Source: an optimization exercise on an open RTL-to-GDS flow (aim: small area). Production flows keep margins and buffers that such runs may drop.
RTL that was checked went through simulation tests only; none was proved equivalent to the original.
For runs 3 and 4, only the layout was checked, not whether the RTL still works.

[design/flow/config.mk]
export PLATFORM = sky130hd
export DESIGN_NAME = dvs_ravens
export DESIGN_NICKNAME = dvs_ravens
export VERILOG_FILES = /design/flow/design.v
export SDC_FILE = /design/flow/constraint.sdc
export NUM_CORES = 4
export LEC_CHECK = 0
export CAP_MARGIN = 20
export CORE_MARGIN = 2
export CORE_UTILIZATION = 45
export PLACE_DENSITY = 0.6
export SLEW_MARGIN = 20
[design/flow/design.v]
`timescale 1ns/1ps
module timer_us
    (
        input  logic        clk,
        input  logic        rst_n,
        output logic [15:0] time_prev
    );
    logic [4:0]  tm_pre;
    logic [16:0] tm_us;
    wire tm_wrap = tm_us[16] & tm_us[15] & tm_us[12] & tm_us[11] & tm_us[8] &
                   tm_us[7] & tm_us[4] & tm_us[3] & tm_us[0] &
                   tm_pre[3] & ~tm_pre[2] & tm_pre[1] & tm_pre[0];
    wire tm_tick = tm_pre[4] & tm_pre[1] & tm_pre[0];
    always_ff @(posedge clk, negedge rst_n) begin
        if (!rst_n) begin
            tm_pre <= 5'd11;
            tm_us  <= 17'd104857;
        end
        else if (tm_wrap) begin
            tm_pre <= 5'd0;
            tm_us  <= 17'd0;
        end
        else if (tm_tick) begin
            tm_pre <= 5'd0;
            tm_us  <= tm_us + 17'd1;
        end
        else begin
            tm_pre <= tm_pre + 5'd1;
        end
    end
    assign time_prev = tm_us[15:0];
endmodule
`timescale 1ns/1ps
module dvs_ravens
    (
        input  logic        clk,
        input  logic        rst_n,
        input  logic [9:0]  aer,
        input  logic        xsel,
        input  logic        req,
        output logic        ack,
        output logic [31:0] ravens_pkt
    );
    logic [15:0] time_prev;
    timer_us TIMER (
        .clk(clk),
        .rst_n(rst_n),
        .time_prev(time_prev)
    );
    logic       req_m, req_s;
    logic       xsel_m, xsel_s;
    logic [9:0] aer_m, aer_s;
    always_ff @(posedge clk, negedge rst_n) begin
        if (!rst_n) begin
            req_m <= 1'b0;
            req_s <= 1'b0;
        end
        else begin
            req_m <= req;
            req_s <= req_m;
        end
    end
    always_ff @(posedge clk) begin
        xsel_m <= xsel;
        xsel_s <= xsel_m;
        aer_m  <= aer;
        aer_s  <= aer_m;
    end
    logic [1:0] rx_st;
    wire rx_samp = (rx_st == 2'd1) | ((rx_st == 2'd0) & req_s & xsel_s);
    always_ff @(posedge clk, negedge rst_n) begin
        if (!rst_n) begin
            rx_st <= 2'd0;
        end
        else begin
            case (rx_st)
                2'd0: rx_st <= req_s ? (xsel_s ? 2'd2 : 2'd1) : 2'd0;
                2'd1: rx_st <= 2'd2;
                2'd2: rx_st <= 2'd3;
                2'd3: rx_st <= req_s ? 2'd3 : 2'd0;
            endcase
        end
    end
    assign ack = rx_st[1];
    logic       row_yok;
    logic [6:0] row_y;
    logic       row_tcap;
    logic [15:0] row_ts;
    always_ff @(posedge clk, negedge rst_n) begin
        if (!rst_n) begin
            row_yok  <= 1'b1;
            row_y    <= 7'd0;
            row_tcap <= 1'b0;
        end
        else begin
            row_tcap <= rx_samp & ~xsel_s;
            if (rx_samp & ~xsel_s) begin
                row_yok <= (aer_s[8:0] < 9'd100);
                row_y   <= aer_s[6:0];
            end
        end
    end
    always_ff @(posedge clk, negedge rst_n) begin
        if (!rst_n) begin
            row_ts <= 16'd0;
        end
        else if (row_tcap) begin
            row_ts <= time_prev;
        end
    end
    wire       ev_ok  = aer_s[0] & (aer_s[9:1] < 9'd100) & row_yok;
    wire [7:0] ev_idx = aer_s[8:1] + {row_y, 1'b0} * 8'd45;
    logic [7:0]  ev_idx_q;
    logic [15:0] ev_ts_q;
    logic        ev_unf;
    always_ff @(posedge clk) begin
        if (rx_samp & xsel_s) begin
            ev_idx_q <= ev_idx;
            ev_ts_q  <= row_ts;
        end
    end
    logic ev_new, ev_done, wr_en;
    logic [1:0]  wp, rp;
    logic [23:0] slot [0:3];         
    logic [23:0] cur_ev;             
    logic [1:0] rd_st;
    logic       new_spike;
    logic [2:0] tx_st;
    wire full     = (wp + 2'd1 == rp);
    wire empty    = (wp == rp);
    wire wr_req   = ev_unf & ~ev_done;
    wire wr_grant = wr_req & ~full;
    wire rdy      = (tx_st == 3'd0) | (tx_st == 3'd1);
    wire rd_grant = rdy & ~wr_req & ~empty;
    wire [1:0] wr_slot = wp + {1'b0, wr_en & ~full};
    always_ff @(posedge clk, negedge rst_n) begin
        if (!rst_n) begin
            ev_new  <= 1'b0;
            ev_unf  <= 1'b0;
            ev_done <= 1'b1;
            wr_en   <= 1'b0;
            wp      <= 2'd0;
            rp      <= 2'd0;
            rd_st   <= 2'd0;
        end
        else begin
            ev_new <= rx_samp & xsel_s;
            if (rx_samp & xsel_s) ev_unf <= ev_ok;
            if (ev_new) ev_done <= 1'b0;
            else if (wr_grant) ev_done <= 1'b1;
            wr_en <= wr_grant;
            if (wr_en & ~full) wp <= wp + 2'd1;
            if (rd_st == 2'd1 && !empty) rp <= rp + 2'd1;
            case (rd_st)
                2'd0: rd_st <= rd_grant ? 2'd1 : 2'd0;
                2'd1: rd_st <= 2'd2;
                default: rd_st <= 2'd0;
            endcase
        end
    end
    always_ff @(posedge clk) begin
        if (wr_grant) slot[wr_slot] <= {ev_idx_q, ev_ts_q};
        if (rd_st == 2'd2) cur_ev <= slot[rp - 2'd1];
    end
    wire [15:0] sp_ts  = cur_ev[15:0];
    wire [7:0]  sp_idx = cur_ev[23:16];
    localparam TX_WAIT_NEW = 3'd0, TX_WAIT_NEXT = 3'd1, TX_START = 3'd2, TX_RUN = 3'd3, TX_SPIKE = 3'd4;
    logic [15:0] seg_last;
    logic [3:0]  step;
    wire [16:0] dsum = {1'b0, sp_ts} + {1'b0, ~seg_last};
    wire        later = dsum[16];
    wire [15:0] d = dsum[15:0];
    logic [3:0] q;
    always_comb begin
        if (d[15:8] != 8'd0 || d[7:0] >= 8'd225) q = 4'd9;
        else if (d[7:0] >= 8'd200) q = 4'd8;
        else if (d[7:0] >= 8'd175) q = 4'd7;
        else if (d[7:0] >= 8'd150) q = 4'd6;
        else if (d[7:0] >= 8'd125) q = 4'd5;
        else if (d[7:0] >= 8'd100) q = 4'd4;
        else if (d[7:0] >= 8'd75)  q = 4'd3;
        else if (d[7:0] >= 8'd50)  q = 4'd2;
        else if (d[7:0] >= 8'd25)  q = 4'd1;
        else q = 4'd0;
    end
    wire [4:0] cq     = {1'b0, step} + {1'b0, q};
    wire       capped = (cq >= 5'd9);
    wire [3:0] nrun   = ~later ? 4'd0 : (capped ? (4'd15 - step) : (q + 4'd1));
    wire [4:0] nsum   = {1'b0, nrun} + {1'b0, step};
    wire       new_sim = (nsum == 5'd15);
    wire [16:0] ts_lim  = {1'b0, sp_ts} + 17'd250;
    wire        ts_near = (ts_lim > {1'b0, time_prev});
    always_ff @(posedge clk, negedge rst_n) begin
        if (!rst_n) begin
            tx_st <= TX_WAIT_NEW;
        end
        else begin
            case (tx_st)
                TX_WAIT_NEW:  tx_st <= (new_spike & ts_near) ? TX_START : TX_WAIT_NEW;
                TX_WAIT_NEXT: tx_st <= new_spike ? (later ? TX_RUN : TX_SPIKE) : TX_WAIT_NEXT;
                TX_START:     tx_st <= TX_SPIKE;
                TX_RUN:       tx_st <= new_sim ? TX_WAIT_NEW : TX_SPIKE;
                TX_SPIKE:     tx_st <= TX_WAIT_NEXT;
                default:      tx_st <= TX_WAIT_NEW;
            endcase
        end
    end
    always_ff @(posedge clk, negedge rst_n) begin
        if (!rst_n) begin
            new_spike <= 1'b0;
        end
        else if (rd_st == 2'd2) begin
            new_spike <= 1'b1;
        end
        else if (tx_st == TX_SPIKE) begin
            new_spike <= 1'b0;
        end
    end
    always_ff @(posedge clk, negedge rst_n) begin
        if (!rst_n) begin
            seg_last <= 16'd0;
            step     <= 4'd0;
        end
        else if (tx_st == TX_RUN) begin
            seg_last <= seg_last + nrun * 16'd25;
            step     <= step + nrun;
        end
        else if (tx_st == TX_START) begin
            seg_last <= sp_ts;
            step     <= 4'd0;
        end
    end
    logic [1:0] pkt_hdr;
    logic [7:0] pkt_idx;
    always_ff @(posedge clk, negedge rst_n) begin
        if (!rst_n) begin
            pkt_hdr <= 2'b00;
            pkt_idx <= 8'd0;
        end
        else begin
            case (tx_st)
                TX_SPIKE: begin pkt_hdr <= 2'b00; pkt_idx <= sp_idx; end
                TX_RUN:   begin pkt_hdr <= 2'b01; pkt_idx <= 8'd0; end
                TX_START: begin pkt_hdr <= 2'b10; pkt_idx <= 8'd0; end
                default: ;
            endcase
        end
    end
    assign ravens_pkt = {1'b0, pkt_hdr, 16'd0, pkt_idx, 5'd0};
endmodule
[design/flow/constraint.sdc]
create_clock -name core_clock -period 24.0 [get_ports {clk}]
set_input_delay 4.8000 -clock core_clock [delete_from_list [all_inputs] [get_ports {clk}]]
set_output_delay 4.8000 -clock core_clock [all_outputs]
set_load 0.01 [all_outputs]
[design/flow/run.sh]
#!/bin/bash
# synth_recipe.tcl (not shown) runs the flow's synth.tcl, then flattens the netlist and writes it again
# the make line also repeats each setting of config.mk as NAME=value (left out here)
make -C /OpenROAD-flow-scripts/flow DESIGN_CONFIG=/design/flow/config.mk WORK_HOME=/design/flow/orfs CLKGATE_MAP_FILE= SYNTH_SCRIPT=/design/flow/synth_recipe.tcl finish
==> results of run 1 <==
==> worst paths after layout <==
path	startpoint	end	cells past startpoint
max	cur_ev[4]	seg_last[12]	26
min	aer_m[7]	aer_s[7]	0
max reg2reg	cur_ev[4]	seg_last[12]	26
max in group asynchronous	rst_n	TIMER.tm_us[15]	2
min reg2reg	aer_m[7]	aer_s[7]	0
min in group asynchronous	rst_n	row_y[5]	1
==> cell usage after synthesis, types with 5 or more instances <==
master	number
edfxtp_1	144
dfrtp_1	81
ha_1	81
inv_1	75
nand2_1	64
nor2_1	60
a21oi_1	54
o21ai_0	53
xnor2_1	46
mux4_2	24
buf_4	23
dfxtp_1	22
mux2_2	22
nor2b_1	22
clkbuf_1	21
xor2_1	21
nor3_1	20
nand3_1	18
a21o_1	14
dfstp_2	14
mux2i_1	13
nand4_1	13
a31oi_1	10
fa_1	10
and3_1	9
buf_2	7
o21a_1	7
buf_1	6
o211ai_1	6
o22ai_1	6
a211oi_1	5
or4_1	5
==> critical path: stages (launching register included) <==
cell       delay (ns)
edfxtp_1         0.51
ha_1             0.51
nand2_1          0.09
o31a_2           0.35
xor2_1           0.67
a311oi_1         0.30
a311oi_1         0.36
o2111ai_2        0.24
xnor2_1          0.20
ha_1             0.30
nor2_1           0.15
nand3_1          0.12
a22oi_1          0.20
a21oi_1          0.08
mux2_4           0.32
o31ai_1          0.57
ha_1             0.36
fa_1             0.46
ha_1             0.31
inv_1            0.08
o21ai_0          0.11
a2111oi_0        0.44
nor3_1           0.16
a311oi_1         0.45
nor3_1           0.16
mux2i_1          0.19
a21oi_1          0.08
==> logic make-up after synthesis <==
group	Yosys count	share of synthesized area, %
buf+inv	132	4.53
other cells	1	0.0288
simple gates	238	8.95
compound gates	204	10.3
fa+ha+maj	91	9.31
flops	261	54.9
xor+xnor	68	4.63
mux	62	7.33
==> state kept, by name, indices dropped and copies added (netlist names), 3 cells and up <==
name	cells
aer_m	10
aer_s	10
tx_st	3
cur_ev	24
TIMER.tm_pre	5
row_ts	16
seg_last	16
slot	96
row_y	7
ev_idx_q	8
pkt_idx	8
ev_ts_q	16
step	4
TIMER.tm_us	17
==> metrics by stage <==
step	worst slack [ns]	instances	hold slack [ns]	area [µm²]	util (%)
2_1_floorplan	17.12	1078	0.310	13100	-
3_3_place_gp	16.28	1437	0.311	13600	47.6
3_5_place_dp	16.17	1437	0.313	13600	47.6
4_1_cts	16.15	1485	0.329	14500	50.5
5_1_grt	15.54	1485	0.332	14500	50.5
6_report	16.07	1485	0.326	14500	50.5
==> cell type report <==
cell class                 instances  area share, %
inverter                          75           1.95
tap                              384           3.32
timing repair buffer              32           2.06
sequential                       261           49.5
multi-input combinational        685           37.3
clock inverter                    17           1.19
clock buffer                      31           4.63
==> routing by layer <==
layer | track usage (%) | vias up | wire, µm
met1 | 25.6 | 3944 | 12700
met3 | 1.99 | 35 | 760
met2 | 29.1 | 140 | 12600
met5 | 0 | - | 0
li1 | - | 3865 | -
met4 | 4.55 | 0 | 524
==> results_dict.tcl, run 1 <==
set metrics [dict create \
    final.min_clock_period_ns 7.93 \
    cts.sinks 261 \
    ys_ff_latch 261 \
    crit_fanout 12 \
    cts_setup_buffers 0 \
    worstMarginPinSlew_ns 0.970 \
    viasPerCell 5.38 \
    synth_edf_count 144 \
    layout.nets 1186 \
    die_y_um 174 \
    synth_area_leaders "edfxtp_1 33%, dfrtp_1 16%, ha_1 7.8%, mux4_2 4.1%, dfxtp_1 3.4%" \
    hpwlAfterDp_um 18700 \
    core_area_um2 28600 \
    io_buffers 24 \
    setup_tns_ns 0 \
    cts_tree "done" \
    post_synth_num_cell_types 79 \
    fmax_mhz 126 \
    max_cap_violations 0 \
    clockBufferDepth 3 \
    timing.final.crit_share_pct 33.0 \
    mostFrequentLayoutCells "144 x edfxtp_1, 81 x ha_1, 80 x dfrtp_1" \
    fin_skew_ns 0.0121 \
    avgSynthCellArea_um2 12.3 \
    htree_num_levels 1 \
    hp-class "reg -> reg" \
    crit_path_start_kind "flip-flop" \
    yosysTopAreaCell "edfxtp_1" \
    yosysWarningCount 2 \
    ant_nets 0 \
    syn_area_um2 13000 \
    rows 62 \
    hold_violations 0 \
    rsz0062_at_grt "no" \
    final_common_cell "edfxtp_1" \
    vias 7984 \
    gp_congestion 0.803 \
    maxSlewHeadroom_pct 35.4 \
    status "finished clean" \
    grt_pass1_vias 7932 \
    required_ns 24.38 \
    clock-root-buffer "clkbuf_16" \
    globalRouteTotalUtil_pct 17.8 \
    syn_to_final_growth_pct 10.9 \
    pin_count 47 \
    antenna_cells 0 \
    nFillCells 2461 \
    drt_pre_antenna_iters 5 \
    wirelength_um 26600 \
    cp-end-kind "flip-flop" \
    die_area_um2 30400 \
    drt_iter0_markers 410 \
    antenna_found_initial 0 \
    path_clk_slew_ns 0.07 \
    initial_core_util_pct 45.6 \
    drc_errors 0 \
    ys.flop_type "edfxtp_1" \
    grt_overflow 0 \
    grt_max_degree 53 \
    seqCellArea_um2 7160 \
    drv_slew 0 \
    wl_per_cell_um 17.9 \
    die_width_um 174 \
    drive_gt1_share_pct 12.3 \
    cts_resized 0 \
    multi_input_area_um2 5400 \
    cts_buffers 26 \
    reg2reg_slack_ns 16.07 \
    worstSetupPathType "reg -> reg" \
    synthCells 1057 \
    clkLatencyLatePin_ns 0.54 \
    cp.arrival_ns 8.31 \
    setup_violations 0 \
    yosys.area.top_type_share_pct 33.2 \
    async_flop_share_pct 36.4 \
    synth-seq-area-share_pct 54.9 \
    grt_pass1_wl_um 43000 \
    ctsHoldBuffers 0 \
]
==> run 2: changes to the inputs <==
--- a/design/flow/design.v
+++ b/design/flow/design.v
@@ -120,9 +120,8 @@
         end
     end
     logic ev_new, ev_done, wr_en;
-    logic [1:0]  wp, rp;
+    logic [1:0]  wp, rp, cur_ptr;
     logic [23:0] slot [0:3];         
-    logic [23:0] cur_ev;             
     logic [1:0] rd_st;
     logic       new_spike;
     logic [2:0] tx_st;
@@ -158,10 +157,13 @@
             endcase
         end
     end
-    always_ff @(posedge clk) begin
-        if (wr_grant) slot[wr_slot] <= {ev_idx_q, ev_ts_q};
-        if (rd_st == 2'd2) cur_ev <= slot[rp - 2'd1];
-    end
+    wire [1:0] rp_next  = rp + {1'b0, rd_st == 2'd1 && !empty};
+    wire       wr_keep  = (wr_slot + 2'd1 != rp_next);
+    always_ff @(posedge clk) begin
+        if (wr_grant & wr_keep) slot[wr_slot] <= {ev_idx_q, ev_ts_q};
+        if (rd_st == 2'd2) cur_ptr <= rp - 2'd1;
+    end
+    wire [23:0] cur_ev = slot[cur_ptr];
     wire [15:0] sp_ts  = cur_ev[15:0];
     wire [7:0]  sp_idx = cur_ev[23:16];
     localparam TX_WAIT_NEW = 3'd0, TX_WAIT_NEXT = 3'd1, TX_START = 3'd2, TX_RUN = 3'd3, TX_SPIKE = 3'd4;
@@ -216,12 +218,8 @@
             new_spike <= 1'b0;
         end
     end
-    always_ff @(posedge clk, negedge rst_n) begin
-        if (!rst_n) begin
-            seg_last <= 16'd0;
-            step     <= 4'd0;
-        end
-        else if (tx_st == TX_RUN) begin
+    always_ff @(posedge clk) begin
+        if (tx_st == TX_RUN) begin
             seg_last <= seg_last + nrun * 16'd25;
             step     <= step + nrun;
         end
--- a/design/flow/config.mk
+++ b/design/flow/config.mk
@@ -5,8 +5,9 @@
 export SDC_FILE = /design/flow/constraint.sdc
 export NUM_CORES = 4
 export LEC_CHECK = 0
+export ABC_AREA = 1
 export CAP_MARGIN = 20
 export CORE_MARGIN = 2
-export CORE_UTILIZATION = 45
-export PLACE_DENSITY = 0.6
+export CORE_UTILIZATION = 60
+export PLACE_DENSITY = 0.75
 export SLEW_MARGIN = 20
==> run 2 against run 1 <==
Sequential cell count fell by 20. Wire length fell by 4.8%. Clock skew fell by 0.0047 ns. Synthesized cell count rose by 24%. Hold slack got worse by 0.0027 ns. Final cell count rose by 10%. Area after synthesis fell by 4.1%. Non-clock buffer count did not move. Highest routed layer unchanged. Largest cell class unchanged. Worst setup slack got worse by 0.84 ns.
==> results_dict.tcl, run 2 <==
set metrics [dict create \
    syn_to_final_growth_pct 10.6 \
    yosysMostFrequentCell "nand2_1" \
    clkLatencyLatePin_ns 0.51 \
    use_met2_pct 38.8 \
    synth-seq-area-share_pct 53.1 \
    status "finished clean" \
    wl_per_cell_um 15.5 \
    globalRouteTotalUtil_pct 23.6 \
    synth_edf_count 142 \
    pin_count 47 \
    top_regs "slot: 96 flops, TIMER.tm_us: 17 flops" \
    met1_usage_pct 33.6 \
    dp.cells 1587 \
    worstSetupPathType "reg -> reg" \
    htree_num_levels 1 \
    syn_area_um2 12500 \
    ant_nets 0 \
    avgSynthCellArea_um2 9.55 \
    final_common_cell "nand2_1" \
    cts.sinks 241 \
    largest_reg_flops 96 \
    die_y_um 148 \
    mostFrequentLayoutCells "265 x nand2_1, 175 x inv_1, 142 x edfxtp_1" \
    core_area_um2 20400 \
    drt_iter0_markers 612 \
    cts_resized 0 \
    drive_gt1_share_pct 6.90 \
    synthCells 1309 \
    async_flop_share_pct 31.1 \
    required_ns 24.23 \
    yosys.area.top_type_share_pct 34.1 \
    wirelength_um 25300 \
    max_cap_violations 0 \
    setup_tns_ns 0 \
    drt_pre_antenna_iters 5 \
    synth_area_leaders "edfxtp_1 34%, dfrtp_1 12%, ha_1 8.5%, nand2_1 8.0%, inv_1 5.3%" \
    gr-max-usage-layer "met2" \
    cp.arrival_ns 8.99 \
    post_synth_num_cell_types 51 \
    layout.nets 1454 \
    yosys-top-cells-count "265 x nand2_1, 175 x inv_1, 142 x edfxtp_1" \
    cts_setup_buffers 0 \
    fin_util_pct 67.9 \
    rows 52 \
    timing.final.crit_share_pct 36.5 \
    clock-root-buffer "clkbuf_16" \
    hold_violations 0 \
    yosysWarningCount 2 \
    gp_congestion 0.991 \
    fmax_mhz 114 \
    vias 8895 \
    grt_overflow 0 \
    crit_path_start_kind "flip-flop" \
    rsz0062_at_grt "no" \
    yosysTopAreaCell "edfxtp_1" \
    cts_tree "done" \
    fin_cells 1633 \
    crit_top_cell "nand2_1" \
    grt_pass1_wl_um 42000 \
    cpMaxStageDelayCell "dfxtp_1" \
    die_width_um 148 \
    crit_family "simple AND/OR/NAND/NOR gates" \
    cts_buffers 25 \
    hpwlAfterDp_um 17900 \
    setup_violations 0 \
    ys.flop_type "edfxtp_1" \
    drv_slew 0 \
    cpPeakStageDelay_ns 0.92 \
    drc_errors 0 \
    ys_ff_latch 241 \
    fin_skew_ns 0.00738 \
    die_area_um2 22000 \
    top_register "slot" \
    maxSlewHeadroom_pct 35.6 \
    crit_fanout 25 \
    initial_core_util_pct 61.4 \
    grt.met3_usage_pct 2.73 \
    grt_max_degree 51 \
    final.min_clock_period_ns 8.76 \
    antenna_found_initial 1 \
    viasPerCell 5.45 \
    hp-class "reg -> reg" \
    path_clk_slew_ns 0.06 \
    ctsHoldBuffers 0 \
    path_buf_inv 7 \
    io_buffers 24 \
    worstMarginPinSlew_ns 0.965 \
    min-delay-start "aer_m[4]" \
    cp-end-kind "flip-flop" \
    clockBufferDepth 3 \
    grt_pass1_vias 8655 \
]
==> run 2: cell count changes after synthesis, sizes merged, moves of 24 or more <==
cell,previous run,this run
nand2,64,275
inv,75,177
nand3,18,87
nor2,61,117
xnor2,46,18
mux2,25,0
mux4,24,0
==> run 2: layout make-up <==
class                   count  area [µm²]
repair buffers             32         298
flip-flops and latches    241        6640
diodes                      1        2.50
clock buffers              31         688
well taps                 270         338
clock inverters            14         159
multi-input cells         866        5040
inverters                 178         668
fillers                  1504        6530
==> run 2: per-stage QoR <==
stage | setup slack (ns) | hold slack [ns] | instance area, µm²
after detailed placement | 15.32 | 0.313 | 13000
final | 15.24 | 0.323 | 13800
after global placement | 15.68 | 0.311 | 13000
after global routing | 14.47 | 0.333 | 13800
after CTS | 15.31 | 0.327 | 13800
after floorplan | 16.96 | 0.310 | 12600
==> run 2: logic make-up after synthesis <==
family / Yosys count / synth area share, %
and+or+nand+nor: 517 / 17.4
DFF: 241 / 53.1
buffers and inverters: 223 / 7.43
AOI/OAI and AO/OA: 172 / 7.64
adders and majority gates: 96 / 10.3
xor gates and xnor gates: 59 / 4.13
other: 1 / 0.0300
==> run 2: layer usage <==
| metal | part of all wire [%] | wire length [µm] | up-vias |
|---|---|---|---|
| met5 | 0 | 0 | - |
| met4 | 2.6 | 649 | 0 |
| met3 | 5.7 | 1450 | 56 |
| met2 | 46 | 11800 | 265 |
| met1 | 45 | 11500 | 4195 |
| li1 | - | - | 4379 |
==> run 2: path summary, 6_finish.rpt <==
path | end | slack [ns] | cells after the start
worst min register to register | aer_s[4] | 0.32 | 0
max in group asynchronous | row_ts[12] | 18.83 | 2
worst max-delay path | seg_last[13] | 15.24 | 44
worst min-delay path | aer_s[4] | 0.32 | 0
min in group asynchronous | tx_st[2] | 4.22 | 1
worst max register to register | seg_last[13] | 15.24 | 44
==> run 3: changes to the inputs <==
--- a/design/flow/design.v
+++ b/design/flow/design.v
@@ -167,29 +167,40 @@
     wire [15:0] sp_ts  = cur_ev[15:0];
     wire [7:0]  sp_idx = cur_ev[23:16];
     localparam TX_WAIT_NEW = 3'd0, TX_WAIT_NEXT = 3'd1, TX_START = 3'd2, TX_RUN = 3'd3, TX_SPIKE = 3'd4;
-    logic [15:0] seg_last;
+    logic [15:0] base;
     logic [3:0]  step;
-    wire [16:0] dsum = {1'b0, sp_ts} + {1'b0, ~seg_last};
-    wire        later = dsum[16];
-    wire [15:0] d = dsum[15:0];
-    logic [3:0] q;
+    logic [8:0] step25;
     always_comb begin
-        if (d[15:8] != 8'd0 || d[7:0] >= 8'd225) q = 4'd9;
-        else if (d[7:0] >= 8'd200) q = 4'd8;
-        else if (d[7:0] >= 8'd175) q = 4'd7;
-        else if (d[7:0] >= 8'd150) q = 4'd6;
-        else if (d[7:0] >= 8'd125) q = 4'd5;
-        else if (d[7:0] >= 8'd100) q = 4'd4;
-        else if (d[7:0] >= 8'd75)  q = 4'd3;
-        else if (d[7:0] >= 8'd50)  q = 4'd2;
-        else if (d[7:0] >= 8'd25)  q = 4'd1;
-        else q = 4'd0;
-    end
-    wire [4:0] cq     = {1'b0, step} + {1'b0, q};
-    wire       capped = (cq >= 5'd9);
-    wire [3:0] nrun   = ~later ? 4'd0 : (capped ? (4'd15 - step) : (q + 4'd1));
-    wire [4:0] nsum   = {1'b0, nrun} + {1'b0, step};
-    wire       new_sim = (nsum == 5'd15);
+        case (step)
+            4'd0: step25 = 9'd0;    4'd1: step25 = 9'd25;   4'd2: step25 = 9'd50;
+            4'd3: step25 = 9'd75;   4'd4: step25 = 9'd100;  4'd5: step25 = 9'd125;
+            4'd6: step25 = 9'd150;  4'd7: step25 = 9'd175;  4'd8: step25 = 9'd200;
+            4'd9: step25 = 9'd225;  4'd10: step25 = 9'd250; 4'd11: step25 = 9'd275;
+            4'd12: step25 = 9'd300; 4'd13: step25 = 9'd325; 4'd14: step25 = 9'd350;
+            default: step25 = 9'd375;
+        endcase
+    end
+    wire [9:0] seg_lo = {1'b0, base[8:0]} + {1'b0, step25};
+    wire       seg_wrap = (&base[15:9]) & seg_lo[9];
+    wire [16:0] f = {1'b0, sp_ts} + {1'b0, ~base};
+    wire        e_pos = seg_wrap | f[16];
+    wire        e_big = (seg_wrap & f[16]) | (f[15:8] != 8'd0);
+    logic [3:0] qe;
+    always_comb begin
+        if (e_big || f[7:0] >= 8'd225) qe = 4'd9;
+        else if (f[7:0] >= 8'd200) qe = 4'd8;
+        else if (f[7:0] >= 8'd175) qe = 4'd7;
+        else if (f[7:0] >= 8'd150) qe = 4'd6;
+        else if (f[7:0] >= 8'd125) qe = 4'd5;
+        else if (f[7:0] >= 8'd100) qe = 4'd4;
+        else if (f[7:0] >= 8'd75)  qe = 4'd3;
+        else if (f[7:0] >= 8'd50)  qe = 4'd2;
+        else if (f[7:0] >= 8'd25)  qe = 4'd1;
+        else qe = 4'd0;
+    end
+    wire later   = e_pos & (qe >= step);
+    wire capped  = (qe == 4'd9);
+    wire new_sim = later & capped;
     wire [16:0] ts_lim  = {1'b0, sp_ts} + 17'd250;
     wire        ts_near = (ts_lim > {1'b0, time_prev});
     always_ff @(posedge clk, negedge rst_n) begin
@@ -220,12 +231,11 @@
     end
     always_ff @(posedge clk) begin
         if (tx_st == TX_RUN) begin
-            seg_last <= seg_last + nrun * 16'd25;
-            step     <= step + nrun;
+            if (later) step <= capped ? 4'd15 : qe + 4'd1;
         end
         else if (tx_st == TX_START) begin
-            seg_last <= sp_ts;
-            step     <= 4'd0;
+            base <= sp_ts;
+            step <= 4'd0;
         end
     end
     logic [1:0] pkt_hdr;
--- a/design/flow/config.mk
+++ b/design/flow/config.mk
@@ -5,9 +5,10 @@
 export SDC_FILE = /design/flow/constraint.sdc
 export NUM_CORES = 4
 export LEC_CHECK = 0
-export ABC_AREA = 1
 export CAP_MARGIN = 20
 export CORE_MARGIN = 2
 export CORE_UTILIZATION = 60
+export CTS_BUF_LIST = sky130_fd_sc_hd__clkbuf_8
+export CTS_CLUSTER_SIZE = 30
 export PLACE_DENSITY = 0.75
 export SLEW_MARGIN = 20
==> run 3 against run 2 <==
Via count is 18% lower. Register-to-register slack better by 1.4 ns. Clock skew rose by 0.023 ns. Clock-buffer cell count rose by 14. First-iteration DRC count shrank 21%. Fmax grew 18%. Non-clock buffer count up 1. Final area shrank 3.8%. Largest cell class unchanged.
==> results_dict.tcl, run 3 <==
set metrics [dict create \
    status "finished clean" \
    synthCells 958 \
    crit_family "compound AO/OA/AOI/OAI gates" \
    worstSetupPathType "reg -> reg" \
    wl_met1_um 10400 \
    clock-root-buffer "clkbuf_8" \
    io_buffers 24 \
    avgSynthCellArea_um2 12.6 \
    hold_violations 0 \
    top_layer_used "met4" \
    drive_gt1_share_pct 13.9 \
    cpMaxStageDelayCell "mux4_2" \
    maxSlewHeadroom_pct 40.6 \
    hpwlAfterDp_um 15800 \
    cts_setup_buffers 0 \
    grt_max_degree 65 \
    timing.final.crit_share_pct 30.8 \
    clockBufferDepth 3 \
    route.met2.wl_um 10300 \
    max_cap_violations 0 \
    grt_pass1_vias 7518 \
    dp.cells 1235 \
    syn_to_final_growth_pct 10.2 \
    post_synth_num_cell_types 76 \
    initial_core_util_pct 61.6 \
    wl_per_cell_um 17.0 \
    setup_violations 0 \
    rsz0062_at_grt "no" \
    ys.flop_type "edfxtp_1" \
    grt_pass1_wl_um 37200 \
    setup_tns_ns 0 \
    wl_met3_um 948 \
    antenna_cells 0 \
    required_ns 24.48 \
    grt_overflow 0 \
    ctsHoldBuffers 0 \
    vias 7321 \
    crit_fanout 24 \
    die_area_um2 21300 \
    syn_area_um2 12100 \
    cts_buffers 40 \
    yosys-top-cells-count "142 x edfxtp_1, 77 x ha_1, 76 x inv_1" \
    ant_nets 0 \
    top_regs "slot: 96 flops, TIMER.tm_us: 17 flops" \
    clkLatencyLatePin_ns 0.55 \
    reg2reg_slack_ns 16.60 \
    synth_area_leaders "edfxtp_1 35%, dfrtp_1 13%, ha_1 8.0%, dfxtp_1 5.5%, mux4_2 4.5%" \
    fin_cells 1308 \
    yosysWarningCount 2 \
    async_flop_share_pct 30.0 \
    gp_congestion 0.897 \
    pin_count 47 \
    worstMarginPinSlew_ns 0.890 \
    crit_top_cell "ha_1" \
    drt_pre_antenna_iters 5 \
    yosysTopAreaCell "edfxtp_1" \
    fmax_mhz 135 \
    die_width_um 146 \
    synth_edf_count 142 \
    crit_path_start_kind "flip-flop" \
    final.min_clock_period_ns 7.40 \
    synth-seq-area-share_pct 56.5 \
    layout.nets 1108 \
    cpPeakStageDelay_ns 0.65 \
    htree_num_levels 2 \
    largest_reg_flops 96 \
    drv_slew 0 \
    globalRouteTotalUtil_pct 21.6 \
    cts_resized 0 \
    holdWs_ns 0.323 \
    wirelength_um 22200 \
    cts.sinks 250 \
    cp.arrival_ns 7.88 \
    die_y_um 146 \
    cts_tree "done" \
    placed_area_um2 12600 \
    cp-end-kind "flip-flop" \
    top_register "slot" \
    path_clk_slew_ns 0.06 \
    yosys.area.top_type_share_pct 35.3 \
    yosysMostFrequentCell "edfxtp_1" \
    path_buf_inv 3 \
    viasPerCell 5.60 \
    drt_iter0_markers 484 \
    postLayoutCellArea_um2 13300 \
    fin_skew_ns 0.0306 \
    mostFrequentLayoutCells "142 x edfxtp_1, 89 x inv_1, 77 x ha_1" \
    ys_ff_latch 250 \
    drc_errors 0 \
    antenna_found_initial 0 \
    core_area_um2 19600 \
    rows 51 \
    final_common_cell "edfxtp_1" \
    hp-class "reg -> reg" \
]
run 3: changes by cell type in the layout (fill, tap and decap cells not counted), sizes merged, moves of 10 or more:
cell | before | now
clkbuf | 31 | 45
mux4 | 0 | 24
nand3 | 87 | 21
a22oi | 1 | 11
or3 | 0 | 11
o21ai | 68 | 38
xor2 | 41 | 22
inv | 179 | 89
a21oi | 70 | 41
mux2 | 0 | 26
nor2 | 117 | 54
xnor2 | 18 | 39
and3 | 1 | 12
nand2 | 275 | 56
run 3: worst register-to-register path: cells and delay by family (launching register included):
kind                       cells  cell delay, ns
AOI/OAI and AO/OA             10            2.16
and+or+nand+nor                5            1.73
muxes                          3            1.35
adders and majority gates      4            1.13
buffers and inverters          3            0.63
DFF                            1            0.31
run 3: kinds of logic after synthesis:
kind of cell / count (synthesis) / share of synthesized area (%)
simple gates: 230 / 9.71
buf+inv: 118 / 4.35
compound gates: 162 / 8.86
flops: 250 / 56.5
xor+xnor: 61 / 4.43
fa+ha+maj: 82 / 8.81
mux: 54 / 7.30
other cells: 1 / 0.0311
run 3: layout make-up:
type	instances	area [µm²]
sequential	250	6820
fill	1425	6290
multi-input combinational	611	4810
clock buffer	45	619
tap	265	332
timing repair buffer	33	305
inverter	76	285
clock inverter	28	130
run 3: path summary, 6_finish.rpt:
check / cells past startpoint / end / start
max in group asynchronous: 2 / row_ts[6] / rst_n
worst min register to register: 0 / aer_s[4] / aer_m[4]
worst max register to register: 25 / step25[5] / flip-flop
worst max-delay path: 25 / step25[5] / flip-flop
worst min-delay path: 0 / aer_s[4] / aer_m[4]
min in group asynchronous: 1 / wp[1] / rst_n
run 3: metal layers:
metal	vias to the layer above	track usage, %
li1	3585	-
met1	3527	30.8
met2	165	33.8
met3	44	3.35
met4	0	8.73
met5	-	0
run 3: stage by stage:
stage	utilization [%]	setup WS (ns)
finish	67.9	16.60
floorplan	-	16.13
detailed placement	64.1	16.60
global placement	64.1	16.79
CTS	67.9	16.59
global route	67.9	15.98
==> run 4: changes to the inputs <==
--- a/design/flow/config.mk
+++ b/design/flow/config.mk
@@ -8,7 +8,6 @@
 export CAP_MARGIN = 20
 export CORE_MARGIN = 2
 export CORE_UTILIZATION = 60
-export CTS_BUF_LIST = sky130_fd_sc_hd__clkbuf_8
-export CTS_CLUSTER_SIZE = 30
+export CTS_BUF_LIST = sky130_fd_sc_hd__clkbuf_4
 export PLACE_DENSITY = 0.75
 export SLEW_MARGIN = 20
==> run 4 against run 3 <==
Still clean. Die area unchanged. Wire length up 1.3%. Hold slack better by 0.0036 ns. Clock skew up 0.011 ns. Area after synthesis unchanged. Non-clock buffer count unchanged. Via count up 3.3%. Core utilization up 0.75 points. Fmax up 0.50%. Highest routed layer unchanged.
==> results_dict.tcl, run 4 <==
set metrics [dict create \
    required_ns 24.58 \
    ys_ff_latch 250 \
    cp.arrival_ns 7.94 \
    grt_max_degree 65 \
    synth-seq-area-share_pct 56.5 \
    core_area_um2 19600 \
    layout.nets 1134 \
    holdPathEnd "aer_s[8]" \
    synth_edf_count 142 \
    final.min_clock_period_ns 7.37 \
    ctsHoldBuffers 0 \
    die_y_um 146 \
    cp-end-kind "flip-flop" \
    setup_ws_ns 16.63 \
    fin_cells 1356 \
    grt_pass1_wl_um 37700 \
    avgSynthCellArea_um2 12.6 \
    crit_path_start_kind "flip-flop" \
    wirelength_um 22500 \
    die_width_um 146 \
    use_met2_pct 34.2 \
    hold_depth 0 \
    cts_tree "done" \
    die_area_um2 21300 \
    synth_area_leaders "edfxtp_1 35%, dfrtp_1 13%, ha_1 8.0%, dfxtp_1 5.5%, mux4_2 4.5%" \
    fin_util_pct 68.7 \
    rr_worst_depth 25 \
    grt_pass1_vias 7773 \
    hp-class "reg -> reg" \
    largest_reg_flops 96 \
    dp.cells 1235 \
    gp_congestion 0.897 \
    cts.sinks 250 \
    viasPerCell 5.58 \
    min-delay-start "aer_m[8]" \
    hold_violations 0 \
    final_common_cell "edfxtp_1" \
    yosys-top-cells-count "142 x edfxtp_1, 77 x ha_1, 76 x inv_1" \
    post_synth_num_cell_types 76 \
    vias 7562 \
    yosysMostFrequentCell "edfxtp_1" \
    cts_resized 0 \
    clockBufferDepth 3 \
    cts_setup_buffers 0 \
    cts_buffers 66 \
    setup_violations 0 \
    rows 51 \
    async_flop_share_pct 30.0 \
    syn_to_final_growth_pct 11.4 \
    gr-max-usage-layer "met2" \
    pre_cts_ws_ns 16.60 \
    grt_overflow 0 \
    antenna_found_initial 1 \
    maxSlewHeadroom_pct 40.5 \
    top_register "slot" \
    rr_endpoint "step25[5]" \
    fin_skew_ns 0.0416 \
    initial_core_util_pct 61.6 \
    timing.final.crit_share_pct 30.7 \
    fmax_mhz 136 \
    worstSetupPathType "reg -> reg" \
    io_buffers 24 \
    yosysTopAreaCell "edfxtp_1" \
    drc_errors 0 \
    status "finished clean" \
    clock-root-buffer "clkbuf_4" \
    drv_slew 0 \
    ys.flop_type "edfxtp_1" \
    worstMarginPinSlew_ns 0.891 \
    hpwlAfterDp_um 15800 \
    syn_area_um2 12100 \
    drive_gt1_share_pct 18.4 \
    drt_iter0_markers 472 \
    setup_tns_ns 0 \
    mostFrequentLayoutCells "142 x edfxtp_1, 100 x clkbuf_4, 77 x ha_1" \
    crit_fanout 24 \
    yosys.area.top_type_share_pct 35.3 \
    yosysWarningCount 2 \
    met1_usage_pct 30.4 \
    htree_num_levels 3 \
    synthCells 958 \
    max_cap_violations 0 \
    rsz0062_at_grt "no" \
    path_clk_slew_ns 0.06 \
    top_regs "slot: 96 flops, TIMER.tm_us: 17 flops" \
    globalRouteTotalUtil_pct 22.0 \
    drt_pre_antenna_iters 5 \
    grt.met3_usage_pct 4.55 \
    wl_per_cell_um 16.6 \
    ant_nets 0 \
    clkLatencyLatePin_ns 0.66 \
    pin_count 47 \
    reg2reg_slack_ns 16.63 \
]
run 4: cell counts after synthesis:
Identical to the previous run, type by type.
run 4: worst max-delay path by stage:
stage,from,end,slack (ns),depth (start not counted)
after CTS,flip-flop,step25[5],16.61,25
after floorplan,flip-flop,step25[5],16.13,28
after global routing,flip-flop,step25[5],15.98,25
after detailed placement,flip-flop,step25[5],16.60,25
final,flip-flop,step25[5],16.63,25
after global placement,flip-flop,step25[5],16.79,25
run 4: critical path, cell delays in order, from the launching register on:
cell and delay (ns):
dfxtp_1 0.31, buf_4 0.40, mux4_2 0.65, ha_1 0.32, a211oi_1 0.40, o21a_2 0.27
o31a_1 0.20, mux2_4 0.31, or4_4 0.54, or4_4 0.55, or3_4 0.43, inv_1 0.07
ha_1 0.21, nand2b_1 0.14, a21o_1 0.18, a21oi_1 0.13, nor2b_1 0.07, o22ai_1 0.26
a21o_1 0.24, inv_1 0.15, mux2i_2 0.35, ha_1 0.32, ha_1 0.28, a21boi_0 0.12
a41oi_1 0.18, a21boi_1 0.17
run 4: kinds of logic (layout without fill, tap and decap cells):
family	after synthesis	in the layout	synth area share, %
simple gates	230	230	9.71
mux	54	54	7.30
buf+inv	118	229	4.35
compound gates	162	162	8.86
other cells	1	23	0.0311
xor+xnor	61	61	4.43
fa+ha+maj	82	82	8.81
flops	250	250	56.5
run 4: stage by stage:
stage	cell area (µm²)	hold WS, ns
finish	13400	0.327
global route	13400	0.332
CTS	13400	0.330
detailed placement	12600	0.313
global placement	12600	0.311
floorplan	12100	0.310
run 4: layout make-up:
| class | instances | area, µm² |
|---|---|---|
| flip-flops and latches | 250 | 6820 |
| fillers | 1427 | 6140 |
| multi-input cells | 611 | 4810 |
| clock buffers | 100 | 751 |
| well taps | 265 | 332 |
| repair buffers | 33 | 305 |
| inverters | 76 | 285 |
| clock inverters | 20 | 143 |
| diodes | 1 | 2.50 |
run 4: layer usage:
metal	wire length, µm	vias to the layer above	share of wire [%]
li1	-	3677	-
met1	10200	3630	45
met2	10600	204	47
met3	1100	51	4.9
met4	665	0	3.0
met5	0	-	0
==> run 5: changes to the inputs <==
--- a/design/flow/design.v
+++ b/design/flow/design.v
@@ -169,20 +169,11 @@
     localparam TX_WAIT_NEW = 3'd0, TX_WAIT_NEXT = 3'd1, TX_START = 3'd2, TX_RUN = 3'd3, TX_SPIKE = 3'd4;
     logic [15:0] base;
     logic [3:0]  step;
-    logic [8:0] step25;
-    always_comb begin
-        case (step)
-            4'd0: step25 = 9'd0;    4'd1: step25 = 9'd25;   4'd2: step25 = 9'd50;
-            4'd3: step25 = 9'd75;   4'd4: step25 = 9'd100;  4'd5: step25 = 9'd125;
-            4'd6: step25 = 9'd150;  4'd7: step25 = 9'd175;  4'd8: step25 = 9'd200;
-            4'd9: step25 = 9'd225;  4'd10: step25 = 9'd250; 4'd11: step25 = 9'd275;
-            4'd12: step25 = 9'd300; 4'd13: step25 = 9'd325; 4'd14: step25 = 9'd350;
-            default: step25 = 9'd375;
-        endcase
-    end
+    wire [8:0] step25 = {1'b0, step, 4'b0} + {2'b0, step, 3'b0} + {5'b0, step};
     wire [9:0] seg_lo = {1'b0, base[8:0]} + {1'b0, step25};
     wire       seg_wrap = (&base[15:9]) & seg_lo[9];
-    wire [16:0] f = {1'b0, sp_ts} + {1'b0, ~base};
+    wire [15:0] f_x = (tx_st == TX_WAIT_NEW) ? time_prev : base;
+    wire [16:0] f = {1'b0, sp_ts} + {1'b0, ~f_x};
     wire        e_pos = seg_wrap | f[16];
     wire        e_big = (seg_wrap & f[16]) | (f[15:8] != 8'd0);
     logic [3:0] qe;
@@ -201,8 +192,7 @@
     wire later   = e_pos & (qe >= step);
     wire capped  = (qe == 4'd9);
     wire new_sim = later & capped;
-    wire [16:0] ts_lim  = {1'b0, sp_ts} + 17'd250;
-    wire        ts_near = (ts_lim > {1'b0, time_prev});
+    wire        ts_near = f[16] | (f[15:0] >= 16'd65286);
     always_ff @(posedge clk, negedge rst_n) begin
         if (!rst_n) begin
             tx_st <= TX_WAIT_NEW;
--- a/design/flow/config.mk
+++ b/design/flow/config.mk
@@ -8,6 +8,8 @@
 export CAP_MARGIN = 20
 export CORE_MARGIN = 2
 export CORE_UTILIZATION = 60
-export CTS_BUF_LIST = sky130_fd_sc_hd__clkbuf_4
+export CTS_BUF_LIST = sky130_fd_sc_hd__clkbuf_8
+export CTS_CLUSTER_DIAMETER = 100
+export CTS_CLUSTER_SIZE = 20
 export PLACE_DENSITY = 0.75
 export SLEW_MARGIN = 20
==> run 5 against run 4 <==
Wire length shrank 2.1%. Synthesized cell count shrank 13%. Still clean. Clock-buffer cell count fell by 84. Via count down 12%. Critical path depth shrank 24. Core utilization fell by 3.9 points. Final cell count fell by 19%.
==> results_dict.tcl, run 5 <==
set metrics [dict create \
    top_layer_used "met4" \
    antenna_found_initial 0 \
    cts_tree "done" \
    async_flop_share_pct 31.1 \
    ant_nets 0 \
    pin_count 47 \
    grt_max_degree 76 \
    grt_pass1_vias 6687 \
    top_register "slot" \
    synth_area_leaders "edfxtp_1 38%, dfrtp_1 14%, ha_1 6.1%, mux4_2 4.8%, dfxtp_1 4.3%" \
    setup_tns_ns 0 \
    hp-class "reg -> reg" \
    vias 6691 \
    antenna_cells 0 \
    grt_overflow 0 \
    path_clk_slew_ns 0.12 \
    seqCellArea_um2 6640 \
    worstSetupPathType "reg -> out" \
    status "finished clean" \
    clock-root-buffer "clkbuf_8" \
    wl_per_cell_um 19.9 \
    required_ns 19.20 \
    synthCells 835 \
    synth_edf_count 142 \
    wl_met1_um 9290 \
    drv_slew 0 \
    die_width_um 141 \
    gp_congestion 0.854 \
    hold_depth 0 \
    yosysMostFrequentCell "edfxtp_1" \
    cts_buffers 16 \
    grt_pass1_wl_um 35200 \
    yosysWarningCount 2 \
    route.met2.wl_um 11100 \
    post_synth_num_cell_types 75 \
    rsz0062_at_grt "no" \
    min-delay-start "xsel_m" \
    wirelength_um 22000 \
    hold_violations 0 \
    path_buf_inv 1 \
    die_y_um 141 \
    drc_errors 0 \
    avgSynthCellArea_um2 13.5 \
    yosysTopAreaCell "edfxtp_1" \
    yosys.area.top_type_share_pct 37.9 \
    holdPathEnd "xsel_s" \
    clockBufferDepth 3 \
    wl_met3_um 1150 \
    syn_to_final_growth_pct 6.75 \
    nFillCells 1329 \
    path_cells "clkdlybuf4s50_1" \
    maxSlewHeadroom_pct 46.8 \
    htree_num_levels 1 \
    layout.nets 939 \
    yosys-top-cells-count "142 x edfxtp_1, 61 x dfrtp_1, 55 x ha_1, 55 x nor2_1, 39 x nand2_1" \
    rr_endpoint "step[0]" \
    drt_iter0_markers 518 \
    crit_path_start_kind "flip-flop" \
    die_area_um2 19900 \
    ys.flop_type "edfxtp_1" \
    core_area_um2 18600 \
    top_regs "slot: 96 flops, TIMER.tm_us: 17 flops" \
    initial_core_util_pct 60.6 \
    largest_reg_flops 96 \
    io_buffers 24 \
    crit_family "buffers and inverters" \
    drt_pre_antenna_iters 6 \
    max_cap_violations 0 \
    mostFrequentLayoutCells "142 x edfxtp_1, 61 x dfrtp_1, 55 x nor2_1, 55 x ha_1, 44 x inv_1" \
    worstMarginPinSlew_ns 0.799 \
    timing.final.crit_share_pct 26.4 \
    syn_area_um2 11300 \
    rr_worst_depth 20 \
    multi_input_area_um2 4300 \
    fmax_mhz 158 \
    cp-end-kind "primary output" \
    final.min_clock_period_ns 6.34 \
    final_common_cell "edfxtp_1" \
    ctsHoldBuffers 0 \
    cpMaxStageDelayCell "clkdlybuf4s50_1" \
    crit_fanout 6 \
    fin_skew_ns 0.0307 \
    reg2reg_slack_ns 18.13 \
    fin_util_pct 64.7 \
    cts_setup_buffers 0 \
    hpwlAfterDp_um 15500 \
    clkLatencyLatePin_ns 0.53 \
    drive_gt1_share_pct 12.4 \
    dp.cells 1076 \
    rows 50 \
    ys_ff_latch 241 \
    synth-seq-area-share_pct 58.9 \
    cp.arrival_ns 1.54 \
    cts_resized 0 \
    setup_ws_ns 17.66 \
    setup_violations 0 \
    viasPerCell 6.06 \
    fin_cells 1105 \
    globalRouteTotalUtil_pct 22.6 \
    pre_cts_ws_ns 18.13 \
    cpPeakStageDelay_ns 0.57 \
    cts.sinks 241 \
]
-- run 5: cell families (layout without fill, tap and decap cells) --
kind of cell | Yosys count | in the layout | share of synthesized area [%]
fa+ha+maj | 65 | 65 | 7.80
compound gates | 140 | 140 | 8.51
simple gates | 189 | 189 | 8.54
buf+inv | 84 | 99 | 3.59
flops | 241 | 241 | 58.9
mux | 65 | 65 | 8.70
xor+xnor | 50 | 50 | 3.89
other cells | 1 | 22 | 0.0333
-- run 5: layout make-up --
class | count | share of cell area (%)
multi-input combinational | 531 | 35.8
clock buffer | 16 | 1.83
clock inverter | 12 | 0.739
inverter | 35 | 1.09
sequential | 241 | 55.2
tap | 234 | 2.43
timing repair buffer | 36 | 2.89
-- run 5: worst max-delay path by stage --
stage	to	from	slack, ns	depth (start not counted)
2_1_floorplan	step[0]	flip-flop	17.67	22
3_3_place_gp	ack	rx_st[1]	18.24	1
3_5_place_dp	step[1]	flip-flop	18.13	20
4_1_cts	ack	rx_st[1]	17.62	1
5_1_grt	ack	rx_st[1]	17.58	1
6_report	ack	rx_st[1]	17.66	1
-- run 5: metal layers --
layer	vias up	track usage, %
met3	31	1.94
met4	0	6.32
met1	3356	30.6
li1	3093	-
met5	-	0
met2	211	39.7
-- run 5: metrics by stage --
stage,hold slack [ns],cell area [µm²]
global placement,0.310,11700
floorplan,0.310,11300
global route,0.334,12000
CTS,0.333,12000
finish,0.336,12000
detailed placement,0.312,11700
-- run 5: worst register-to-register path, stage by stage, from the launching register on --
cell,delay (ns)
dfxtp_1,0.35
buf_4,0.43
mux4_2,0.60
ha_1,0.26
fa_1,0.50
a211oi_2,0.37
nor2_1,0.10
xor2_1,0.60
nor2_1,0.17
o21ai_1,0.29
a211oi_1,0.08
or4b_4,0.57
inv_1,0.08
ha_1,0.21
nand2b_1,0.14
a21o_1,0.17
a21oi_1,0.15
nor2b_1,0.07
o22a_1,0.23
nor2b_1,0.17
nor2_1,0.12
==> run 6: changes to the inputs <==
--- a/design/flow/config.mk
+++ b/design/flow/config.mk
@@ -8,8 +8,8 @@
 export CAP_MARGIN = 20
 export CORE_MARGIN = 2
 export CORE_UTILIZATION = 60
-export CTS_BUF_LIST = sky130_fd_sc_hd__clkbuf_8
+export CTS_BUF_LIST = sky130_fd_sc_hd__clkbuf_16
 export CTS_CLUSTER_DIAMETER = 100
-export CTS_CLUSTER_SIZE = 20
+export CTS_CLUSTER_SIZE = 25
 export PLACE_DENSITY = 0.75
 export SLEW_MARGIN = 20
==> run 6 against run 5 <==
Still clean on timing, DRC and antenna. Hold slack got worse by 0.019 ns. Highest routed layer unchanged. Fmax is 1.0% higher. Sequential share of layout area shrank 0.56 points. Critical path depth unchanged. Largest cell class unchanged. Clock-buffer cell count fell by 1. Wire length up 0.32%.
==> results_dict.tcl, run 6 <==
set metrics [dict create \
    hold_depth 0 \
    ys.flop_type "edfxtp_1" \
    synth-xor-area-share_pct 3.89 \
    async_flop_share_pct 31.1 \
    final_common_cell "edfxtp_1" \
    drt_pre_antenna_iters 5 \
    path_buf_inv 1 \
    synth_area_leaders "edfxtp_1 38%, dfrtp_1 14%, ha_1 6.1%, mux4_2 4.8%, dfxtp_1 4.3%" \
    cts_buffers 14 \
    hold_violations 0 \
    syn_to_final_growth_pct 7.85 \
    cts_tree "done" \
    post_synth_num_cell_types 75 \
    cpMaxStageDelayCell "clkdlybuf4s50_1" \
    maxSlewHeadroom_pct 45.6 \
    wl_per_cell_um 20.1 \
    cts.sinks 241 \
    fmax_mhz 159 \
    status "finished clean" \
    htree_num_levels 1 \
    die_area_um2 19900 \
    top_regs "slot: 96 flops, TIMER.tm_us: 17 flops" \
    fin_util_pct 65.4 \
    synthCells 835 \
    setup_violations 0 \
    clockBufferDepth 3 \
    setup_tns_ns 0 \
    hp-class "reg -> reg" \
    core_area_um2 18600 \
    worstSetupPathType "reg -> out" \
    yosysWarningCount 2 \
    crit_fanout 6 \
    initial_core_util_pct 60.6 \
    ctsHoldBuffers 0 \
    cp-end-kind "primary output" \
    dp.cells 1076 \
    path_clk_slew_ns 0.09 \
    synth_edf_count 142 \
    gp_congestion 0.854 \
    synthAdderAreaFrac_pct 7.80 \
    syn_area_um2 11300 \
    pin_count 47 \
    drc_errors 0 \
    die_y_um 141 \
    largest_reg_flops 96 \
    synth-simple-area-share_pct 8.54 \
    postLayoutCellArea_um2 12100 \
    path_cells "clkdlybuf4s50_1" \
    final.min_clock_period_ns 6.28 \
    drive_gt1_share_pct 12.2 \
    drv_slew 0 \
    fin_skew_ns 0.0208 \
    timing.final.crit_share_pct 26.2 \
    yosys-top-cells-count "142 x edfxtp_1, 61 x dfrtp_1, 55 x ha_1, 55 x nor2_1, 39 x nand2_1" \
    grt_pass1_wl_um 35500 \
    viasPerCell 6.04 \
    cts_setup_buffers 0 \
    vias 6659 \
    rsz0062_at_grt "no" \
    cpPeakStageDelay_ns 0.57 \
    mostFrequentLayoutCells "142 x edfxtp_1, 61 x dfrtp_1, 55 x nor2_1, 55 x ha_1, 42 x inv_1" \
    io_buffers 24 \
    grt_max_degree 76 \
    synth-compound-area-share_pct 8.51 \
    ys_ff_latch 241 \
    ant_nets 0 \
    cp.arrival_ns 1.48 \
    critical_path_depth 1 \
    clkLatencyLatePin_ns 0.48 \
    synth_mux_area_share_pct 8.70 \
    drt_iter0_markers 511 \
    yosys.area.top_type_share_pct 37.9 \
    top_register "slot" \
    grt_pass1_vias 6751 \
    yosysTopAreaCell "edfxtp_1" \
    wirelength_um 22100 \
    required_ns 19.20 \
    rows 50 \
    cts_resized 0 \
    yosysMostFrequentCell "edfxtp_1" \
    hpwlAfterDp_um 15500 \
    synth-seq-area-share_pct 58.9 \
    antenna_found_initial 1 \
    crit_path_start_kind "flip-flop" \
    synth_top_family_by_area "multiplexers" \
    crit_family "buffers and inverters" \
    clock-root-buffer "clkbuf_16" \
    avgSynthCellArea_um2 13.5 \
    fin_cells 1102 \
    worstMarginPinSlew_ns 0.816 \
    max_cap_violations 0 \
    grt_overflow 0 \
    layout.nets 937 \
    die_width_um 141 \
    nFillCells 1318 \
    globalRouteTotalUtil_pct 22.8 \
    placed_area_um2 11700 \
    rr_worst_depth 20 \
]
[run 6: cell counts after synthesis]
No cell type changed its count.
[run 6: worst register-to-register path, delay by kind of cell (launching register included)]
family / cells / cell delay (ns)
xor gates and xnor gates: 1 / 0.59
buffers and inverters: 2 / 0.51
muxes: 1 / 0.60
AOI/OAI and AO/OA: 6 / 1.29
adders and majority gates: 3 / 0.97
DFF: 1 / 0.34
and+or+nand+nor: 7 / 1.33
[run 6: cells by family (layout without fill, tap and decap cells)]
| logic type | Yosys count | after routing |
|---|---|---|
| buffers and inverters | 84 | 95 |
| flip-flops | 241 | 241 |
| XOR/XNOR | 50 | 50 |
| AND/OR/NAND/NOR | 189 | 189 |
| AO/OA/AOI/OAI | 140 | 140 |
| adder cells (fa/ha/maj) | 65 | 65 |
| multiplexers | 65 | 65 |
| other | 1 | 23 |
[run 6: final timing paths]
| path | from | slack (ns) | endpoint |
|---|---|---|---|
| min in group asynchronous | rst_n | 4.30 | row_y[3] |
| min reg2reg | aer_m[2] | 0.32 | aer_s[2] |
| min | aer_m[2] | 0.32 | aer_s[2] |
| max in group asynchronous | rst_n | 19.03 | row_yok |
| max reg2reg | flip-flop | 18.15 | step[1] |
| max | rx_st[1] | 17.72 | ack |
[run 6: per-layer routing]
metal | GRT usage, % | up-vias | share of wire (%)
met1 | 30.0 | 3334 | 41
li1 | - | 3093 | -
met5 | 0 | - | 0
met2 | 40.1 | 200 | 51
met4 | 7.16 | 0 | 2.8
met3 | 2.72 | 32 | 5.4
[run 6: final cells by class]
class / instances / area [µm²] / share of cell area (%)
sequential: 241 / 6640 / 54.7
tap: 234 / 293 / 2.41
clock inverter: 9 / 62.6 / 0.515
multi-input combinational: 531 / 4300 / 35.4
clock buffer: 15 / 375 / 3.09
inverter: 35 / 131 / 1.08
antenna: 1 / 2.50 / 0.0206
timing repair buffer: 36 / 340 / 2.80
[run 6: metrics by stage]
step | setup WS [ns] | hold slack (ns)
after floorplan | 17.67 | 0.310
after global placement | 18.24 | 0.310
after detailed placement | 18.13 | 0.312
after CTS | 17.69 | 0.321
after global routing | 17.66 | 0.320
final | 17.72 | 0.317
==> run 7: changes to the inputs <==
==> design/flow/flow/run.sh (new file) <==
#!/bin/bash
# Standard ORFS layout (the standard.sh), with two changes to how it is
# made: CTS without dummy loads, and the smallest buffer on the ports.
set -euo pipefail
CTS="-sink_clustering_enable -repair_clock_nets -dont_use_dummy_load -buf_list sky130_fd_sc_hd__clkbuf_16 -sink_clustering_size 25 -sink_clustering_max_diameter 100"
bash standard.sh finish "CTS_ARGS=$CTS" "BUFFER_PORTS_ARGS=-buffer_cell sky130_fd_sc_hd__buf_1" > standard.log 2>&1
==> design/flow/standard.sh (new file) <==
#!/bin/bash
# synth_recipe.tcl (not shown) runs the flow's synth.tcl, then flattens the netlist and writes it again
# the make line also repeats each setting of config.mk as NAME=value (left out here)
make -C /OpenROAD-flow-scripts/flow DESIGN_CONFIG=/design/flow/config.mk WORK_HOME=/design/flow/orfs CLKGATE_MAP_FILE= SYNTH_SCRIPT=/design/flow/synth_recipe.tcl "${@:-finish}"
removed: design/flow/run.sh
==> run 7 against run 6 <==
Via count is 0.81% higher. Highest routed layer unchanged. Global-route usage is 0.27 points lower. Final cell count is 1.3% lower. Hold slack better by 0.011 ns. Area after synthesis stayed put. Critical path depth stayed put. Die area stayed put.
==> results_dict.tcl, run 7 <==
set metrics [dict create \
    status "finished clean" \
    drt_pre_antenna_iters 5 \
    wirelength_um 21800 \
    synth-seq-area-share_pct 58.9 \
    cts_tree "done" \
    top_register "slot" \
    drt_iter0_markers 605 \
    synth_edf_count 142 \
    syn_area_um2 11300 \
    synthCells 835 \
    drive_gt1_share_pct 11.9 \
    hpwlAfterDp_um 15500 \
    gp_congestion 0.873 \
    postLayoutCellArea_um2 11900 \
    cts_buffers 13 \
    path_clk_slew_ns 0.09 \
    mostFrequentLayoutCells "142 x edfxtp_1, 61 x dfrtp_1, 55 x nor2_1, 55 x ha_1, 39 x nand2_1" \
    yosysMostFrequentCell "edfxtp_1" \
    crit_path_start_kind "flip-flop" \
    worstSetupPathType "reg -> out" \
    grt_overflow 0 \
    top_regs "slot: 96 flops, TIMER.tm_us: 17 flops" \
    synth_area_leaders "edfxtp_1 38%, dfrtp_1 14%, ha_1 6.1%, mux4_2 4.8%, dfxtp_1 4.3%" \
    final_common_cell "edfxtp_1" \
    rr_worst_depth 20 \
    rsz0062_at_grt "no" \
    vias 6713 \
    grt_pass1_wl_um 34900 \
    core_area_um2 18600 \
    cpPeakStageDelay_ns 0.44 \
    crit_family "flip-flops" \
    fin_skew_ns 0.0191 \
    clock-root-buffer "clkbuf_16" \
    htree_num_levels 1 \
    largest_reg_flops 96 \
    cp-end-kind "primary output" \
    globalRouteTotalUtil_pct 22.5 \
    ys_ff_latch 241 \
    cts_resized 0 \
    drc_errors 0 \
    antenna_cells 0 \
    layout.nets 934 \
    viasPerCell 6.17 \
    reg2reg_slack_ns 18.13 \
    placed_area_um2 11500 \
    ys.flop_type "edfxtp_1" \
    maxSlewHeadroom_pct 46.0 \
    fmax_mhz 170 \
    cts.sinks 241 \
    cp-endpoint "ack" \
    ant_nets 0 \
    hp-class "reg -> reg" \
    cts_setup_buffers 0 \
    yosysWarningCount 2 \
    rows 50 \
    nFillCells 1327 \
    worstMarginPinSlew_ns 0.810 \
    wl_per_cell_um 20.1 \
    clockBufferDepth 3 \
    io_buffers 24 \
    die_area_um2 19900 \
    critical_path_depth 1 \
    final.min_clock_period_ns 5.90 \
    yosys-top-cells-count "142 x edfxtp_1, 61 x dfrtp_1, 55 x ha_1, 55 x nor2_1, 39 x nand2_1" \
    avgSynthCellArea_um2 13.5 \
    setup_tns_ns 0 \
    path_cells "buf_1" \
    pin_count 47 \
    die_width_um 141 \
    grt_pass1_vias 6686 \
    timing.final.crit_share_pct 24.6 \
    setup_violations 0 \
    cpMaxStageDelayCell "dfrtp_1" \
    antenna_found_initial 0 \
    yosys.area.top_type_share_pct 37.9 \
    path_buf_inv 1 \
    ctsHoldBuffers 0 \
    max_cap_violations 0 \
    grt_max_degree 76 \
    rr_endpoint "step[3]" \
    clkLatencyLatePin_ns 0.47 \
    async_flop_share_pct 31.1 \
    yosysTopAreaCell "edfxtp_1" \
    syn_to_final_growth_pct 5.35 \
    initial_core_util_pct 60.6 \
    hold_violations 0 \
    crit_start "rx_st[1]" \
    drv_slew 0 \
    die_y_um 141 \
    crit_fanout 6 \
    post_synth_num_cell_types 75 \
    required_ns 19.20 \
    cp.arrival_ns 1.10 \
]
run 7: changes by cell type in the layout (fill, tap and decap cells not counted), sizes merged:
cell / before / now
diode: 1 / 0
clkdlybuf4s50: 23 / 0
clkbuf: 15 / 14
inv: 44 / 35
buf: 13 / 33
run 7: how the worst min path moves through the flow:
stage	start	depth (start not counted)	endpoint
global route	aer_m[8]	0	aer_s[8]
finish	xsel_m	0	xsel_s
CTS	aer_m[2]	0	aer_s[2]
global placement	aer_m[9]	0	aer_s[9]
detailed placement	aer_m[2]	0	aer_s[2]
floorplan	aer_m[0]	0	aer_s[0]
run 7: layer usage:
metal	track usage [%]	wire length [µm]
met5	0	0
met1	30.2	9230
met4	7.53	648
met2	39.0	10800
met3	2.38	1150
run 7: logic make-up after synthesis:
logic type	Yosys count	synth area share, %
compound gates	140	8.51
xor+xnor	50	3.89
fa+ha+maj	65	7.80
buf+inv	84	3.59
flops	241	58.9
mux	65	8.70
other cells	1	0.0333
simple gates	189	8.54
run 7: area by class of cell:
| class | instances | area (µm²) | share of cell area [%] |
|---|---|---|---|
| Multi-Input combinational cell | 531 | 4300 | 36.3 |
| Clock buffer | 13 | 325 | 2.74 |
| Inverter | 35 | 131 | 1.11 |
| Timing Repair Buffer | 34 | 173 | 1.46 |
| Tap cell | 234 | 293 | 2.47 |
| Sequential cell | 241 | 6640 | 56.0 |
run 7: metrics by stage:
| step | std cells | worst slack [ns] | hold WS, ns | util [%] |
|---|---|---|---|---|
| 2_1_floorplan | 856 | 17.67 | 0.310 | - |
| 3_3_place_gp | 1075 | 18.06 | 0.311 | 62.1 |
| 3_5_place_dp | 1075 | 18.17 | 0.312 | 62.1 |
| 4_1_cts | 1088 | 18.08 | 0.333 | 63.8 |
| 5_1_grt | 1088 | 17.77 | 0.338 | 63.9 |
| 6_report | 1088 | 18.10 | 0.328 | 63.9 |

## port drivers added, routing unchanged
The flow's constraints put no driver on any port. The routed layouts listed below were extracted and timed again, unchanged, in two steps. Step 1, drivers: a clkbuf_16 drives clk and a buf_2 each remaining input, both assumed. Step 2, shift: input delay + t, output delay - t, t = (earliest + latest rising clock arrival at the registers) / 2. This alone moves slack from input paths to output paths. Three values: ideal, step 1, step 2; two values: the first two.
| run | t (ns) | setup WS [ns] | hold WS [ns] | clock arrival spread, ns | pins driven straight from the clock port |
|---|---|---|---|---|---|
| run 1 | 0.583 | 16.072 / 16.072 / 16.072 | 0.326 / 0.326 / 0.326 | 0.014 / 0.014 | 1 |
| run 2 | 0.552 | 15.236 / 15.236 / 15.236 | 0.323 / 0.323 / 0.323 | 0.008 / 0.007 | 1 |
| run 3 | 0.575 | 16.597 / 16.597 / 16.597 | 0.323 / 0.323 / 0.323 | 0.031 / 0.030 | 1 |
| run 4 | 0.677 | 16.634 / 16.634 / 16.634 | 0.327 / 0.327 / 0.327 | 0.046 / 0.047 | 1 |
| run 5 | 0.549 | 17.658 / 17.625 / 18.127 | 0.336 / 0.336 / 0.336 | 0.031 / 0.031 | 1 |
| run 6 | 0.504 | 17.722 / 17.686 / 18.148 | 0.317 / 0.317 / 0.317 | 0.022 / 0.021 | 1 |
| run 7 | 0.506 | 18.101 / 18.057 / 18.134 | 0.328 / 0.328 / 0.328 | 0.020 / 0.019 | 1 |
After both steps setup and hold are still met in every run listed.
